Source: an optimization exercise on an open RTL-to-GDS flow (aim: small area and a short achievable clock period). Production flows keep margins and buffers that such runs may drop. Power is estimated from default activity; no workload was simulated.

==> module ALU, before the edit <==
module ALU(
    input  [31:0] X,
    input  [31:0] R,
    input  [1:0]  amt_hi,
    input  [4:0]  msh,
    input         mleft,
    input         fill,
    input         CIN,
    input  [3:0]  Op,
    output [31:0] Out,
    output        C, V
);
    wire add   = (Op[3:1] == 3'b000);
    wire fsub  = (Op[3:1] == 3'b001);
    wire rsub  = (Op[3:1] == 3'b010);
    wire arith = add | fsub | rsub;
    wire cin   = rsub ? ~(Op[0] & CIN) : (add | fsub) & Op[0] & CIN;
    wire vg = fsub | (Op == 4'b0110) | (Op == 4'b0111);
    wire vp = add | rsub | (Op == 4'b0111) | (Op == 4'b1000) | (Op == 4'b1010);
    wire vk = fsub | (Op == 4'b1001) | (Op == 4'b1011) | (Op == 4'b1100);
    wire wg = vg ^ vk, wp = vp ^ vk;
    wire [31:0] r3 = amt_hi[0] ? {R[7:0],   R[31:8]}   : R;
    wire [31:0] r4 = amt_hi[1] ? {r3[15:0], r3[31:16]} : r3;
    wire [3:0] gt_hi, eq_hi;
    wire [7:0] ge_lo;
    wire [31:0] lm, keep;
    genvar j;
    generate for (j = 0; j < 4; j = j + 1) begin : g_hi
        assign gt_hi[j] = (j > msh[4:3]);
        assign eq_hi[j] = (j == msh[4:3]);
    end endgenerate
    generate for (j = 0; j < 8; j = j + 1) begin : g_lo
        assign ge_lo[j] = (j >= msh[2:0]);
    end endgenerate
    generate for (j = 0; j < 32; j = j + 1) begin : g_keep
        assign lm[j]   = gt_hi[j / 8] | (eq_hi[j / 8] & ge_lo[j % 8]);
        assign keep[j] = mleft ? lm[j] : lm[31 - j];
    end endgenerate
    wire [31:0] Y = (r4 & keep) | ({32{fill}} & ~keep);
    wire [31:0] p  = X ^ Y;
    wire [31:0] g  = X & Y;
    wire [31:0] gk = g & {32{arith}};
    wire [31:0] G0 = {gk[31:1], gk[0] | (p[0] & cin)};
    wire [31:0] P0 = p;
    wire [31:0] G1, P1, G2, P2, G3, P3, G4, P4, G5, P5;
    genvar i;
    generate for (i = 0; i < 32; i = i + 1) begin : g_pf
        if (i & 1) begin
            assign G1[i] = G0[i] | (P0[i] & G0[i - 1]);
            assign P1[i] = P0[i] & P0[i - 1];
        end else begin
            assign G1[i] = G0[i]; assign P1[i] = P0[i];
        end
        if (i & 2) begin
            assign G2[i] = G1[i] | (P1[i] & G1[(i & ~1) - 1]);
            assign P2[i] = P1[i] & P1[(i & ~1) - 1];
        end else begin
            assign G2[i] = G1[i]; assign P2[i] = P1[i];
        end
        if (i & 4) begin
            assign G3[i] = G2[i] | (P2[i] & G2[(i & ~3) - 1]);
            assign P3[i] = P2[i] & P2[(i & ~3) - 1];
        end else begin
            assign G3[i] = G2[i]; assign P3[i] = P2[i];
        end
        if (i & 8) begin
            assign G4[i] = G3[i] | (P3[i] & G3[(i & ~7) - 1]);
            assign P4[i] = P3[i] & P3[(i & ~7) - 1];
        end else begin
            assign G4[i] = G3[i]; assign P4[i] = P3[i];
        end
        if (i & 16) begin
            assign G5[i] = G4[i] | (P4[i] & G4[(i & ~15) - 1]);
            assign P5[i] = P4[i] & P4[(i & ~15) - 1];
        end else begin
            assign G5[i] = G4[i]; assign P5[i] = P4[i];
        end
    end endgenerate
    wire [31:0] c    = {G5[30:0], cin};
    wire        cout = G5[31];
    wire        pall = P5[31];
    wire [31:0] L    = {32{vk}} ^ ((g & {32{wg}}) | (p & {32{wp}}));
    assign Out = L ^ c;
    assign C = add ? cout : (fsub | rsub) & cout & ~pall;
    assign V = arith & (c[31] ^ cout);
endmodule
==> module ex_datapath, before the edit <==
module ex_datapath(
    input  wire        CLK,
    input  wire [31:0] A,
    input  wire [31:0] Rm,
    input  wire [11:0] I,
    input  wire [1:0]  AM,
    input  wire        CIN,
    input  wire [3:0]  Op,
    output reg  [31:0] Out,
    output wire        Z,
    output wire        N,
    output reg         C,
    output reg         V
);
    wire invA = (Op[3:1] == 3'b001) | (Op[3:1] == 3'b010) | (Op == 4'b1100);
    wire zA   = (Op[3:1] == 3'b101) | (Op[3:2] == 2'b11 & Op[1:0] != 2'b00);
    wire enB  = (Op != 4'b1001);
    wire [31:0] sh_r;
    wire [1:0]  sh_amt_hi;
    wire [4:0]  sh_msh;
    wire        sh_mleft, sh_fill;
    ShifterSignExtender shifter(.Rm(Rm), .I(I), .AM(AM), .en(enB),
        .R(sh_r), .amt_hi(sh_amt_hi), .msh(sh_msh), .mleft(sh_mleft), .fill(sh_fill));
    reg [31:0] x_q, r_q;
    reg [1:0]  amt_q;
    reg [4:0]  msh_q;
    reg        mleft_q, fill_q, cin_q;
    reg [3:0]  op_q;
    always @(posedge CLK) begin
        x_q     <= (A & {32{~zA}}) ^ {32{invA}};
        r_q     <= sh_r;
        amt_q   <= sh_amt_hi;
        msh_q   <= sh_msh;
        mleft_q <= sh_mleft;
        fill_q  <= sh_fill;
        cin_q   <= CIN;
        op_q    <= Op;
    end
    wire [31:0] alu_out;
    wire        alu_c, alu_v;
    ALU alu(.X(x_q), .R(r_q), .amt_hi(amt_q), .msh(msh_q), .mleft(mleft_q), .fill(fill_q),
            .CIN(cin_q), .Op(op_q), .Out(alu_out), .C(alu_c), .V(alu_v));
    always @(posedge CLK) begin
        Out <= alu_out;
        C   <= alu_c;
        V   <= alu_v;
    end
    assign Z = ~|Out;
    assign N = Out[31];
endmodule
clock: 9.0 ns
lec_check: 0
cap_margin: 50
core_margin: 2
core_utilization: 40
cts_buf_list: sky130_fd_sc_hd__clkbuf_4 sky130_fd_sc_hd__clkbuf_8
slew_margin: 60
tns_end_percent: 5
standard.sh (not shown) runs the stock make flow with config.mk's settings and CLKGATE_MAP_FILE= SYNTH_SCRIPT=/design/flow/synth_recipe.tcl, a recipe that flattens the netlist after the stock synthesis.
==> flow/flow/run.sh <==
#!/bin/bash
set -euo pipefail
MARGIN=5.6
export BUFFER_PORTS_ARGS="-buffer_cell sky130_fd_sc_hd__buf_1"
sed "s|\"\${@:-finish}\"|SETUP_SLACK_MARGIN=${MARGIN} \"\${@:-finish}\"|" standard.sh > standard_margin.sh
grep -q "SETUP_SLACK_MARGIN=${MARGIN}" standard_margin.sh
bash standard_margin.sh > flow_make.log 2>&1
Then changed:
--- a/flow/design.v
+++ b/flow/design.v
@@ -3,24 +3,17 @@
     input  [31:0] R,
     input  [1:0]  amt_hi,
     input  [4:0]  msh,
     input         mleft,
     input         fill,
-    input         CIN,
-    input  [3:0]  Op,
+    input         arith,     
+    input         cin,       
+    input         csub,      
+    input         wg, wp, vk,  
     output [31:0] Out,
     output        C, V
 );
-    wire add   = (Op[3:1] == 3'b000);
-    wire fsub  = (Op[3:1] == 3'b001);
-    wire rsub  = (Op[3:1] == 3'b010);
-    wire arith = add | fsub | rsub;
-    wire cin   = rsub ? ~(Op[0] & CIN) : (add | fsub) & Op[0] & CIN;
-    wire vg = fsub | (Op == 4'b0110) | (Op == 4'b0111);
-    wire vp = add | rsub | (Op == 4'b0111) | (Op == 4'b1000) | (Op == 4'b1010);
-    wire vk = fsub | (Op == 4'b1001) | (Op == 4'b1011) | (Op == 4'b1100);
-    wire wg = vg ^ vk, wp = vp ^ vk;
     wire [31:0] r3 = amt_hi[0] ? {R[7:0],   R[31:8]}   : R;
     wire [31:0] r4 = amt_hi[1] ? {r3[15:0], r3[31:16]} : r3;
     wire [3:0] gt_hi, eq_hi;
     wire [7:0] ge_lo;
     wire [31:0] lm, keep;
@@ -79,11 +72,11 @@
     wire [31:0] c    = {G5[30:0], cin};
     wire        cout = G5[31];
     wire        pall = P5[31];
     wire [31:0] L    = {32{vk}} ^ ((g & {32{wg}}) | (p & {32{wp}}));
     assign Out = L ^ c;
-    assign C = add ? cout : (fsub | rsub) & cout & ~pall;
+    assign C = arith & cout & ~(csub & pall);
     assign V = arith & (c[31] ^ cout);
 endmodule
 module ShifterSignExtender(
     input  [31:0] Rm,
     input  [11:0] I,
@@ -139,35 +132,47 @@
     output reg         V
 );
     wire invA = (Op[3:1] == 3'b001) | (Op[3:1] == 3'b010) | (Op == 4'b1100);
     wire zA   = (Op[3:1] == 3'b101) | (Op[3:2] == 2'b11 & Op[1:0] != 2'b00);
     wire enB  = (Op != 4'b1001);
+    wire add   = (Op[3:1] == 3'b000);
+    wire fsub  = (Op[3:1] == 3'b001);
+    wire rsub  = (Op[3:1] == 3'b010);
+    wire arith = add | fsub | rsub;
+    wire cin   = rsub ? ~(Op[0] & CIN) : (add | fsub) & Op[0] & CIN;
+    wire vg = fsub | (Op == 4'b0110) | (Op == 4'b0111);
+    wire vp = add | rsub | (Op == 4'b0111) | (Op == 4'b1000) | (Op == 4'b1010);
+    wire vk = fsub | (Op == 4'b1001) | (Op == 4'b1011) | (Op == 4'b1100);
     wire [31:0] sh_r;
     wire [1:0]  sh_amt_hi;
     wire [4:0]  sh_msh;
     wire        sh_mleft, sh_fill;
     ShifterSignExtender shifter(.Rm(Rm), .I(I), .AM(AM), .en(enB),
         .R(sh_r), .amt_hi(sh_amt_hi), .msh(sh_msh), .mleft(sh_mleft), .fill(sh_fill));
     reg [31:0] x_q, r_q;
     reg [1:0]  amt_q;
     reg [4:0]  msh_q;
-    reg        mleft_q, fill_q, cin_q;
-    reg [3:0]  op_q;
+    reg        mleft_q, fill_q;
+    reg        arith_q, cin_q, csub_q, wg_q, wp_q, vk_q;
     always @(posedge CLK) begin
         x_q     <= (A & {32{~zA}}) ^ {32{invA}};
         r_q     <= sh_r;
         amt_q   <= sh_amt_hi;
         msh_q   <= sh_msh;
         mleft_q <= sh_mleft;
         fill_q  <= sh_fill;
-        cin_q   <= CIN;
-        op_q    <= Op;
+        arith_q <= arith;
+        cin_q   <= cin;
+        csub_q  <= fsub | rsub;
+        wg_q    <= vg ^ vk;
+        wp_q    <= vp ^ vk;
+        vk_q    <= vk;
     end
     wire [31:0] alu_out;
     wire        alu_c, alu_v;
     ALU alu(.X(x_q), .R(r_q), .amt_hi(amt_q), .msh(msh_q), .mleft(mleft_q), .fill(fill_q),
-            .CIN(cin_q), .Op(op_q), .Out(alu_out), .C(alu_c), .V(alu_v));
+            .arith(arith_q), .cin(cin_q), .csub(csub_q), .wg(wg_q), .wp(wp_q), .vk(vk_q), .Out(alu_out), .C(alu_c), .V(alu_v));
     always @(posedge CLK) begin
         Out <= alu_out;
         C   <= alu_c;
         V   <= alu_v;
     end
What happened: The changed run produced a clean layout. Sequential power is higher by 3.9%. Hold slack got worse by 0.057 ns. Non-clock buffer count drops by 6. Via count fell by 8.6%. Critical path depth shrinks by 3. Cell count went down by about 6%. Setup slack is better by 0.060 ns. Core utilization is higher by 0.67 points.
No run of this note included a check of the RTL's function; only the layout flow was run.

---

== run A ==
The RTL this note starts from:
==> flow/design.v <==
module ALU(
    input  [31:0] X,
    input  [31:0] R,
    input  [3:0]  gt,
    input  [3:0]  eq,
    input  [7:0]  ge,
    input         fill,
    input         CIN,
    input  [3:0]  Op,
    output [31:0] Out,
    output        C, V
);
    wire add   = (Op[3:1] == 3'b000);
    wire fsub  = (Op[3:1] == 3'b001);
    wire rsub  = (Op[3:1] == 3'b010);
    wire arith = add | fsub | rsub;
    wire cin   = rsub ? ~(Op[0] & CIN) : (add | fsub) & Op[0] & CIN;
    wire vg = fsub | (Op == 4'b0110) | (Op == 4'b0111);
    wire vp = add | rsub | (Op == 4'b0111) | (Op == 4'b1000) | (Op == 4'b1010);
    wire vk = fsub | (Op == 4'b1001) | (Op == 4'b1011) | (Op == 4'b1100);
    wire wg = vg ^ vk, wp = vp ^ vk;
    wire [31:0] keep;
    genvar j;
    generate for (j = 0; j < 32; j = j + 1) begin : g_keep
        assign keep[j] = gt[j / 8] | (eq[j / 8] & ge[j % 8]);
    end endgenerate
    wire [31:0] Y = (R & keep) | ({32{fill}} & ~keep);
    wire [31:0] p  = X ^ Y;
    wire [31:0] g  = X & Y;
    wire [31:0] gk = g & {32{arith}};
    wire [31:0] G0 = {gk[31:1], gk[0] | (p[0] & cin)};
    wire [31:0] P0 = p;
    wire [31:0] G1, P1, G2, P2, G3, P3, G4, P4, G5, P5;
    genvar i;
    generate for (i = 0; i < 32; i = i + 1) begin : g_pf
        if (i & 1) begin
            assign G1[i] = G0[i] | (P0[i] & G0[i - 1]);
            assign P1[i] = P0[i] & P0[i - 1];
        end else begin
            assign G1[i] = G0[i]; assign P1[i] = P0[i];
        end
        if (i & 2) begin
            assign G2[i] = G1[i] | (P1[i] & G1[(i & ~1) - 1]);
            assign P2[i] = P1[i] & P1[(i & ~1) - 1];
        end else begin
            assign G2[i] = G1[i]; assign P2[i] = P1[i];
        end
        if (i & 4) begin
            assign G3[i] = G2[i] | (P2[i] & G2[(i & ~3) - 1]);
            assign P3[i] = P2[i] & P2[(i & ~3) - 1];
        end else begin
            assign G3[i] = G2[i]; assign P3[i] = P2[i];
        end
        if (i & 8) begin
            assign G4[i] = G3[i] | (P3[i] & G3[(i & ~7) - 1]);
            assign P4[i] = P3[i] & P3[(i & ~7) - 1];
        end else begin
            assign G4[i] = G3[i]; assign P4[i] = P3[i];
        end
        if (i & 16) begin
            assign G5[i] = G4[i] | (P4[i] & G4[(i & ~15) - 1]);
            assign P5[i] = P4[i] & P4[(i & ~15) - 1];
        end else begin
            assign G5[i] = G4[i]; assign P5[i] = P4[i];
        end
    end endgenerate
    wire [31:0] c    = {G5[30:0], cin};
    wire        cout = G5[31];
    wire        pall = P5[31];
    wire [31:0] L    = {32{vk}} ^ ((g & {32{wg}}) | (p & {32{wp}}));
    assign Out = L ^ c;
    assign C = add ? cout : (fsub | rsub) & cout & ~pall;
    assign V = arith & (c[31] ^ cout);
endmodule
module ShifterSignExtender(
    input  [31:0] Rm,
    input  [11:0] I,
    input  [1:0]  AM,
    input         en,        
    output [31:0] R,         
    output [3:0]  gt,
    output [3:0]  eq,
    output [7:0]  ge,
    output        fill
);
    wire        am_sh = AM[1] & AM[0];
    wire [4:0]  sh    = I[11:7];
    wire [1:0]  ty    = I[6:5];
    wire        lsl   = ~ty[1] & ~ty[0];
    wire        asr   = ty[1] & ~ty[0];
    wire [31:0] s;
    assign s[7:0]   = AM[0] ? Rm[7:0] : I[7:0];
    assign s[11:8]  = AM[0] ? Rm[11:8] : (I[11:8] & {4{AM[1]}});
    assign s[31:12] = Rm[31:12] & {20{AM[0]}};
    wire [4:0] nsh = 5'd0 - sh;
    wire [4:0] amt;
    assign amt[0]   = am_sh & sh[0];
    assign amt[4:1] = am_sh ? (lsl ? nsh[4:1] : sh[4:1])
                            : (I[11:8] & {4{~AM[0] & ~AM[1]}});
    wire [31:0] r0 = amt[0] ? {s[0],     s[31:1]}   : s;
    wire [31:0] r1 = amt[1] ? {r0[1:0],  r0[31:2]}  : r0;
    wire [31:0] r2 = amt[2] ? {r1[3:0],  r1[31:4]}  : r1;
    wire [31:0] r3 = amt[3] ? {r2[7:0],  r2[31:8]}  : r2;
    assign R       = amt[4] ? {r3[15:0], r3[31:16]} : r3;
    wire masked = am_sh & (ty != 2'b11);
    genvar a, b;
    generate for (a = 0; a < 4; a = a + 1) begin : g_a
        wire [1:0] aa = lsl ? a : 3 - a;
        assign gt[a] = en & (~masked | (aa > sh[4:3]));
        assign eq[a] = en & masked & (aa == sh[4:3]);
    end endgenerate
    generate for (b = 0; b < 8; b = b + 1) begin : g_b
        wire [2:0] bb = lsl ? b : 7 - b;
        assign ge[b] = (bb >= sh[2:0]);
    end endgenerate
    assign fill = en & am_sh & asr & Rm[31];
endmodule
module ex_datapath(
    input  wire        CLK,
    input  wire [31:0] A,
    input  wire [31:0] Rm,
    input  wire [11:0] I,
    input  wire [1:0]  AM,
    input  wire        CIN,
    input  wire [3:0]  Op,
    output reg  [31:0] Out,
    output wire        Z,
    output wire        N,
    output reg         C,
    output reg         V
);
    wire invA = (Op[3:1] == 3'b001) | (Op[3:1] == 3'b010) | (Op == 4'b1100);
    wire zA   = (Op[3:1] == 3'b101) | (Op[3:2] == 2'b11 & Op[1:0] != 2'b00);
    wire enB  = (Op != 4'b1001);
    wire [31:0] sh_r;
    wire [3:0]  sh_gt, sh_eq;
    wire [7:0]  sh_ge;
    wire        sh_fill;
    ShifterSignExtender shifter(.Rm(Rm), .I(I), .AM(AM), .en(enB),
        .R(sh_r), .gt(sh_gt), .eq(sh_eq), .ge(sh_ge), .fill(sh_fill));
    reg [31:0] x_q, r_q;
    reg [3:0]  gt_q, eq_q;
    reg [7:0]  ge_q;
    reg        fill_q, cin_q;
    reg [3:0]  op_q;
    always @(posedge CLK) begin
        x_q    <= (A & {32{~zA}}) ^ {32{invA}};
        r_q    <= sh_r;
        gt_q   <= sh_gt;
        eq_q   <= sh_eq;
        ge_q   <= sh_ge;
        fill_q <= sh_fill;
        cin_q  <= CIN;
        op_q   <= Op;
    end
    wire [31:0] alu_out;
    wire        alu_c, alu_v;
    ALU alu(.X(x_q), .R(r_q), .gt(gt_q), .eq(eq_q), .ge(ge_q), .fill(fill_q),
            .CIN(cin_q), .Op(op_q), .Out(alu_out), .C(alu_c), .V(alu_v));
    reg [7:0] zb;    
    always @(posedge CLK) begin
        Out <= alu_out;
        C   <= alu_c;
        V   <= alu_v;
        zb  <= {~|alu_out[31:28], ~|alu_out[27:24], ~|alu_out[23:20], ~|alu_out[19:16],
                ~|alu_out[15:12], ~|alu_out[11:8],  ~|alu_out[7:4],   ~|alu_out[3:0]};
    end
    assign Z = &zb;
    assign N = Out[31];
endmodule
export LEC_CHECK = 0
export CAP_MARGIN = 20
export CORE_MARGIN = 2
export CORE_UTILIZATION = 40
export SLEW_MARGIN = 20
create_clock -name core_clock -period 9.0 [get_ports {CLK}]
==> flow/flow/run.sh <==
#!/bin/bash
set -euo pipefail
MARGIN=5.5
export BUFFER_PORTS_ARGS="-buffer_cell sky130_fd_sc_hd__buf_1"
sed "s|\"\${@:-finish}\"|SETUP_SLACK_MARGIN=${MARGIN} \"\${@:-finish}\"|" standard.sh > standard_margin.sh
grep -q "SETUP_SLACK_MARGIN=${MARGIN}" standard_margin.sh
bash standard_margin.sh > flow_make.log 2>&1
diff inputs: run A => run D
--- a/flow/design.v
+++ b/flow/design.v
@@ -1,6 +1,7 @@
 module ALU(
     input  [31:0] X,
     input  [31:0] R,
+    input  [1:0]  amt_hi,
     input  [3:0]  gt,
     input  [3:0]  eq,
     input  [7:0]  ge,
@@ -19,12 +20,14 @@
     wire vp = add | rsub | (Op == 4'b0111) | (Op == 4'b1000) | (Op == 4'b1010);
     wire vk = fsub | (Op == 4'b1001) | (Op == 4'b1011) | (Op == 4'b1100);
     wire wg = vg ^ vk, wp = vp ^ vk;
+    wire [31:0] r3 = amt_hi[0] ? {R[7:0],   R[31:8]}   : R;
+    wire [31:0] r4 = amt_hi[1] ? {r3[15:0], r3[31:16]} : r3;
     wire [31:0] keep;
     genvar j;
     generate for (j = 0; j < 32; j = j + 1) begin : g_keep
         assign keep[j] = gt[j / 8] | (eq[j / 8] & ge[j % 8]);
     end endgenerate
-    wire [31:0] Y = (R & keep) | ({32{fill}} & ~keep);
+    wire [31:0] Y = (r4 & keep) | ({32{fill}} & ~keep);
     wire [31:0] p  = X ^ Y;
     wire [31:0] g  = X & Y;
     wire [31:0] gk = g & {32{arith}};
@@ -78,6 +81,7 @@
     input  [1:0]  AM,
     input         en,        
     output [31:0] R,         
+    output [1:0]  amt_hi,    
     output [3:0]  gt,
     output [3:0]  eq,
     output [7:0]  ge,
@@ -99,9 +103,8 @@
                             : (I[11:8] & {4{~AM[0] & ~AM[1]}});
     wire [31:0] r0 = amt[0] ? {s[0],     s[31:1]}   : s;
     wire [31:0] r1 = amt[1] ? {r0[1:0],  r0[31:2]}  : r0;
-    wire [31:0] r2 = amt[2] ? {r1[3:0],  r1[31:4]}  : r1;
-    wire [31:0] r3 = amt[3] ? {r2[7:0],  r2[31:8]}  : r2;
-    assign R       = amt[4] ? {r3[15:0], r3[31:16]} : r3;
+    assign R       = amt[2] ? {r1[3:0],  r1[31:4]}  : r1;
+    assign amt_hi  = amt[4:3];
     wire masked = am_sh & (ty != 2'b11);
     genvar a, b;
     generate for (a = 0; a < 4; a = a + 1) begin : g_a
@@ -133,12 +136,14 @@
     wire zA   = (Op[3:1] == 3'b101) | (Op[3:2] == 2'b11 & Op[1:0] != 2'b00);
     wire enB  = (Op != 4'b1001);
     wire [31:0] sh_r;
+    wire [1:0]  sh_amt_hi;
     wire [3:0]  sh_gt, sh_eq;
     wire [7:0]  sh_ge;
     wire        sh_fill;
     ShifterSignExtender shifter(.Rm(Rm), .I(I), .AM(AM), .en(enB),
-        .R(sh_r), .gt(sh_gt), .eq(sh_eq), .ge(sh_ge), .fill(sh_fill));
+        .R(sh_r), .amt_hi(sh_amt_hi), .gt(sh_gt), .eq(sh_eq), .ge(sh_ge), .fill(sh_fill));
     reg [31:0] x_q, r_q;
+    reg [1:0]  amt_q;
     reg [3:0]  gt_q, eq_q;
     reg [7:0]  ge_q;
     reg        fill_q, cin_q;
@@ -146,6 +151,7 @@
     always @(posedge CLK) begin
         x_q    <= (A & {32{~zA}}) ^ {32{invA}};
         r_q    <= sh_r;
+        amt_q  <= sh_amt_hi;
         gt_q   <= sh_gt;
         eq_q   <= sh_eq;
         ge_q   <= sh_ge;
@@ -155,15 +161,14 @@
     end
     wire [31:0] alu_out;
     wire        alu_c, alu_v;
-    ALU alu(.X(x_q), .R(r_q), .gt(gt_q), .eq(eq_q), .ge(ge_q), .fill(fill_q),
+    ALU alu(.X(x_q), .R(r_q), .amt_hi(amt_q), .gt(gt_q), .eq(eq_q), .ge(ge_q), .fill(fill_q),
             .CIN(cin_q), .Op(op_q), .Out(alu_out), .C(alu_c), .V(alu_v));
-    reg [7:0] zb;    
+    reg [3:0] zb;    
     always @(posedge CLK) begin
         Out <= alu_out;
         C   <= alu_c;
         V   <= alu_v;
-        zb  <= {~|alu_out[31:28], ~|alu_out[27:24], ~|alu_out[23:20], ~|alu_out[19:16],
-                ~|alu_out[15:12], ~|alu_out[11:8],  ~|alu_out[7:4],   ~|alu_out[3:0]};
+        zb  <= {~|alu_out[31:24], ~|alu_out[23:16], ~|alu_out[15:8], ~|alu_out[7:0]};
     end
     assign Z = &zb;
     assign N = Out[31];
## What came out
Of run A and run D, the run reporting the higher area fraction in compound gates after synthesis was run D.
Compared with run A, in run D floorplan die area now smaller, non-filler instance count after layout decreased 51, number of filler instances in the final layout shrank by 8.5%, switching portion of total power went down by 0.21 points.
Diff run A -> run D | wire length of the first global-routing pass | increase of 1600 um
Run A has higher clock network power than run D.
As far as total grt overflow goes, run D and run A are indistinguishable; the numbers are identical.
Run D — worst hold slack 20 ps lower, run A as reference
Wire length ends up lower on run A.
What run D reported for synthesized cell count has to be multiplied by 1.07 to get the figure for run A.
On clock transition time at the flip-flop clock pins of the worst setup and hold paths, run A and run D are basically level.
Function was not checked in any run of this note: the RTL went through the layout flow alone.

afterwards: timing with drivers on the ports:
How much do the figures lean on ideal ports? The routed layouts below were timed once more, with nothing changed but the port constraints.
Step 1 assumes that a clkbuf_16 drives the clock port and a buf_2 every other input.
Step 2, shift: input delay + t, output delay - t, t = (earliest + latest rising clock arrival at the registers) / 2. This alone moves slack from input paths to output paths.
Three values: no drivers, after step 1, after step 2; two values: the first two.
| run | t, ns | slack for setup (ns) | slew at the worst register clock pin (ns) |
|---|---|---|---|
| the first run of note 1 | 0.439 | 5.583 / 5.583 / 5.213 | 0.12 / 0.12 |
| the second run of note 1 | 0.502 | 5.643 / 5.624 / 5.218 | 0.08 / 0.08 |
| run A | 0.466 | 5.583 / 5.607 / 5.142 | 0.06 / 0.06 |
| run D | 0.460 | 5.256 / 5.256 / 5.256 | 0.05 / 0.05 |
After both steps setup and hold are still met in every run listed. For run A, which loses most, drivers alone change the setup slack by +0.024 ns; drivers and shift together by -0.441 ns.
